This is an optimization exercise on Yosys and OpenROAD, whose aim is small area, not a production implementation.
The RTL was checked by simulation tests, not by an equivalence proof against the original design.
Power is estimated from default activity; no workload was simulated.

Setup of v6:
==> flow/design.v <==
module crc_xor2 (
    input  a,
    input  b,
    output y
);
    assign y = a ^ b;
endmodule
`timescale 1ns/1ns
module frame_top (
    input         clk,
    input         rst_n,
    input  [15:0] data_in,
    output        crc_err,
    output        fifo_full,
    output        fifo_empty,
    output        crc_valid_o,
    output        data_out_ch1,
    output        data_out_ch2,
    output        data_out_ch3,
    output        data_out_ch4,
    output        data_out_ch5,
    output        data_out_ch6,
    output        data_out_ch7,
    output        data_out_ch8,
    output        data_vld_ch1,
    output        data_vld_ch2,
    output        data_vld_ch3,
    output        data_vld_ch4,
    output        data_vld_ch5,
    output        data_vld_ch6,
    output        data_vld_ch7,
    output        data_vld_ch8
);
    localparam [15:0] CRC_OK = 16'h7b9a;
    reg        e1;               
    reg        t1;               
    reg        dup;              
    reg  [3:0] st;               
    reg [15:0] crc;              
    reg  [7:0] ch_sel;           
    reg        cflag;            
    reg        crc_err_r;
    reg        p0, p1, p2, p3;   
    reg  [3:0] fs;               
    reg  [3:0] wp;               
    reg [15:0] mem [0:7];
    reg  [7:0] vld;              
    reg  [7:0] ow;               
    reg        pb;               
    reg  [3:0] bc;               
    reg  [3:0] rp;               
    wire [15:0] x = data_in ^ ((st[3:1] == 3'd0) ? 16'd0 : crc);
    wire [15:0] crc_nx;
    wire [25:0] s;
    crc_xor2 u_x0 (.a(x[8]), .b(x[12]), .y(s[0]));
    crc_xor2 u_x1 (.a(x[10]), .b(x[14]), .y(s[1]));
    crc_xor2 u_x2 (.a(x[5]), .b(x[9]), .y(s[2]));
    crc_xor2 u_x3 (.a(x[7]), .b(x[11]), .y(s[3]));
    crc_xor2 u_x4 (.a(x[13]), .b(s[2]), .y(s[4]));
    crc_xor2 u_x5 (.a(x[6]), .b(s[1]), .y(s[5]));
    crc_xor2 u_x6 (.a(x[4]), .b(s[0]), .y(s[6]));
    crc_xor2 u_x7 (.a(x[15]), .b(s[3]), .y(s[7]));
    crc_xor2 u_x8 (.a(x[2]), .b(s[5]), .y(s[8]));
    crc_xor2 u_x9 (.a(x[14]), .b(s[7]), .y(s[9]));
    crc_xor2 u_x10 (.a(x[1]), .b(s[4]), .y(s[10]));
    crc_xor2 u_x11 (.a(x[12]), .b(s[10]), .y(s[11]));
    crc_xor2 u_x12 (.a(x[0]), .b(s[6]), .y(s[12]));
    crc_xor2 u_x13 (.a(x[13]), .b(s[8]), .y(s[13]));
    crc_xor2 u_x14 (.a(x[3]), .b(s[9]), .y(s[14]));
    crc_xor2 u_x15 (.a(x[11]), .b(s[12]), .y(s[15]));
    crc_xor2 u_x16 (.a(x[15]), .b(s[6]), .y(s[16]));
    crc_xor2 u_x17 (.a(s[4]), .b(s[15]), .y(crc_nx[5]));
    crc_xor2 u_x18 (.a(s[5]), .b(s[11]), .y(crc_nx[6]));
    crc_xor2 u_x19 (.a(s[7]), .b(s[13]), .y(crc_nx[7]));
    crc_xor2 u_x20 (.a(s[0]), .b(s[14]), .y(crc_nx[8]));
    crc_xor2 u_x21 (.a(x[9]), .b(x[13]), .y(s[17]));
    crc_xor2 u_x22 (.a(s[17]), .b(s[16]), .y(crc_nx[9]));
    crc_xor2 u_x23 (.a(s[1]), .b(s[4]), .y(crc_nx[10]));
    crc_xor2 u_x24 (.a(x[11]), .b(x[15]), .y(s[18]));
    crc_xor2 u_x25 (.a(s[18]), .b(s[5]), .y(crc_nx[11]));
    crc_xor2 u_x26 (.a(x[0]), .b(x[4]), .y(s[19]));
    crc_xor2 u_x27 (.a(s[19]), .b(x[7]), .y(s[20]));
    crc_xor2 u_x28 (.a(s[20]), .b(x[8]), .y(s[21]));
    crc_xor2 u_x29 (.a(s[21]), .b(x[15]), .y(crc_nx[12]));
    crc_xor2 u_x30 (.a(x[1]), .b(x[8]), .y(s[22]));
    crc_xor2 u_x31 (.a(s[22]), .b(s[2]), .y(crc_nx[13]));
    crc_xor2 u_x32 (.a(x[2]), .b(x[6]), .y(s[23]));
    crc_xor2 u_x33 (.a(s[23]), .b(x[9]), .y(s[24]));
    crc_xor2 u_x34 (.a(s[24]), .b(x[10]), .y(crc_nx[14]));
    crc_xor2 u_x35 (.a(x[3]), .b(x[10]), .y(s[25]));
    crc_xor2 u_x36 (.a(s[25]), .b(s[3]), .y(crc_nx[15]));
    assign crc_nx[0] = s[15];
    assign crc_nx[1] = s[11];
    assign crc_nx[2] = s[13];
    assign crc_nx[3] = s[14];
    assign crc_nx[4] = s[16];
    wire is_e    = (data_in == 16'he0e0);
    wire is_t    = (data_in == 16'h0e0e);
    wire hdr     = e1 & dup;
    wire trl     = t1 & dup;
    wire in_data = st[3] | st[2];
    wire active  = |vld;
    wire at_trl  = in_data & trl;
    wire good    = (st != 4'd4) & (crc == CRC_OK);
    wire rp_fs   = (rp == fs);
    wire will_ld = (|ch_sel) & (~active | (rp_fs & bc[3] & bc[2]));
    wire full    = (wp[2:0] == rp[2:0]) & (wp[3] ^ rp[3]);
    wire wr_ok   = (st != 4'd0) & ~full;
    wire load    = cflag & p3;
    wire bend    = active & (bc[2:0] == 3'd7);
    wire wend    = bend & bc[3];
    wire last_w  = rp_fs | cflag;
    wire [15:0] rword = mem[rp[2:0]];
    always @(posedge clk or negedge rst_n) begin
        if (!rst_n) begin
            e1 <= 1'b0; t1 <= 1'b0; dup <= 1'b0;
            st <= 4'd0;
            crc_err_r <= 1'b0;
            p0 <= 1'b0; p1 <= 1'b0; p2 <= 1'b0; p3 <= 1'b0;
            cflag <= 1'b0;
            fs <= 4'd0; rp <= 4'd0;
            vld <= 8'd0;
        end else begin
            e1  <= is_e;
            t1  <= is_t;
            dup <= (is_e & e1) | (is_t & t1);
            case (st)
                4'd0:    if (hdr) st <= 4'd1;
                4'd1:    st <= 4'd2;
                4'd2:    st <= 4'd3;
                4'd3:    st <= 4'd4;
                4'd12:   st <= 4'd0;
                default: st <= trl ? 4'd0 : st + 4'd1;
            endcase
            crc_err_r <= at_trl & ~good;
            p0 <= at_trl & good;
            p1 <= p0;
            p2 <= p1;
            p3 <= p2;
            if (at_trl & good & will_ld) begin
                fs    <= fs + (st - 4'd4);
                cflag <= 1'b1;
            end else if (load) begin
                cflag <= 1'b0;
            end
            if (load)
                vld <= ch_sel;
            else if (wend && last_w)
                vld <= 8'd0;
            if (bend && !bc[3])
                rp <= rp + 4'd1;
        end
    end
    always @(posedge clk) begin
        crc <= crc_nx;
        if (st == 4'd0 && hdr && !cflag)
            ch_sel <= data_in[7:0];
        if (st == 4'd0)
            wp <= fs;
        else if (wr_ok)
            wp <= wp + 4'd1;
        if (wr_ok)
            mem[wp[2:0]] <= data_in;
        pb <= active & ow[7];
        if (load || (wend && !last_w))
            ow <= rword[15:8];
        else if (bend)
            ow <= rword[7:0];
        else
            ow <= {ow[6:0], 1'b0};
        if (load)
            bc <= 4'd0;
        else
            bc <= bc + 4'd1;
    end
    wire bit_o = ow[7] ^ pb;
    assign crc_err     = crc_err_r;
    assign fifo_full   = 1'b0;
    assign fifo_empty  = ~p3;
    assign crc_valid_o = active;
    assign data_vld_ch1 = vld[0];
    assign data_vld_ch2 = vld[1];
    assign data_vld_ch3 = vld[2];
    assign data_vld_ch4 = vld[3];
    assign data_vld_ch5 = vld[4];
    assign data_vld_ch6 = vld[5];
    assign data_vld_ch7 = vld[6];
    assign data_vld_ch8 = vld[7];
    assign data_out_ch1 = vld[0] & bit_o;
    assign data_out_ch2 = vld[1] & bit_o;
    assign data_out_ch3 = vld[2] & bit_o;
    assign data_out_ch4 = vld[3] & bit_o;
    assign data_out_ch5 = vld[4] & bit_o;
    assign data_out_ch6 = vld[5] & bit_o;
    assign data_out_ch7 = vld[6] & bit_o;
    assign data_out_ch8 = vld[7] & bit_o;
endmodule
clock: 5.0 ns
lec_check: 0
cap_margin: 20
core_margin: 2
core_utilization: 40
cts_buf_list: sky130_fd_sc_hd__clkbuf_8
cts_cluster_diameter: 150
cts_cluster_size: 16
place_density: 0.6
slew_margin: 20
synth_hierarchical: 1
run.sh (not shown) runs the stock make flow with config.mk's settings and CLKGATE_MAP_FILE= SYNTH_SCRIPT=/design/flow/synth_recipe.tcl, a recipe that flattens the netlist after the stock synthesis.
#### Input delta (v7 over v6)
-- flow/design.v --
<<< v6, line 5
);
    assign y = a ^ b;
endmodule
`timescale 1ns/1ns
>>> v7, line 5
);
    assign y = a ^ b;
endmodule
module rd_andor8 (
    input  [7:0] s,
    input  [7:0] d,
    output       y
);
    assign y = |(s & d);
endmodule
`timescale 1ns/1ns
<<< v6, line 111
    wire wend    = bend & bc[3];
    wire last_w  = rp_fs | cflag;
    wire [15:0] rword = mem[rp[2:0]];
    always @(posedge clk or negedge rst_n) begin
        if (!rst_n) begin
>>> v7, line 118
    wire wend    = bend & bc[3];
    wire last_w  = rp_fs | cflag;
    wire  [7:0] rsel;
    wire [15:0] rword;
    genvar gj;
    generate
        for (gj = 0; gj < 8; gj = gj + 1) begin : g_rsel
            assign rsel[gj] = (rp[2:0] == gj);
        end
        for (gj = 0; gj < 16; gj = gj + 1) begin : g_rd
            rd_andor8 u_rd (
                .s(rsel),
                .d({mem[7][gj], mem[6][gj], mem[5][gj], mem[4][gj],
                    mem[3][gj], mem[2][gj], mem[1][gj], mem[0][gj]}),
                .y(rword[gj])
            );
        end
    endgenerate
    always @(posedge clk or negedge rst_n) begin
        if (!rst_n) begin
--- outcome ---
v7 closes out successfully: all stages finished, all timing, DRC and antenna checks passed.
Max number of search-and-repair iterations in the first detailed-routing pass across v6 and v7: v7
Compared with v6, v7 shows total routed wirelength higher by about 7%.
Diff v6 -> v7: first-iteration DRC count shows an increase of 15%, share of the clock period used by the worst path after layout shows an increase of 1.0 points.
Compared with v6, placement density in the core of v7 is higher.
The setup slack of v7 is smaller than that of v6.
v7 vs v6: power down in v7
Per the comparison of v7 with v6, number of standard cells after synthesis rose about 8%, final non-filler cell area went down, residual antenna-violating net count after detailed routing level.

[what the ideal ports hide]
Ports are ideal in the flow. The routed layouts listed here were re-timed in OpenROAD.
Step 1: set_driving_cell puts a clkbuf_16 on clk and a buf_2 on each other input, an assumption about the parent block.
Step 2 moves the port delays by t, midway between the first and last clock arrival at a register: inputs arrive t later, outputs are due t later. That takes back most of the time a late clock gives input paths.
Three values: no drivers, after step 1, after step 2; two values: the first two.
| run | t, ns | setup slack, ns | hold slack, ns | worst slew at a driven data input, ns |
|---|---|---|---|---|
| v6 | 0.503 | 2.022 / 2.001 / 1.534 | 0.359 / 0.359 / 0.359 | 0.04 |
| v7 | 0.491 | 1.971 / 1.931 / 1.640 | 0.356 / 0.356 / 0.356 | 0.04 |
After both steps setup and hold are still met in every run listed. For v6, which loses most, drivers alone change the setup slack by -0.021 ns; drivers and shift together by -0.488 ns.
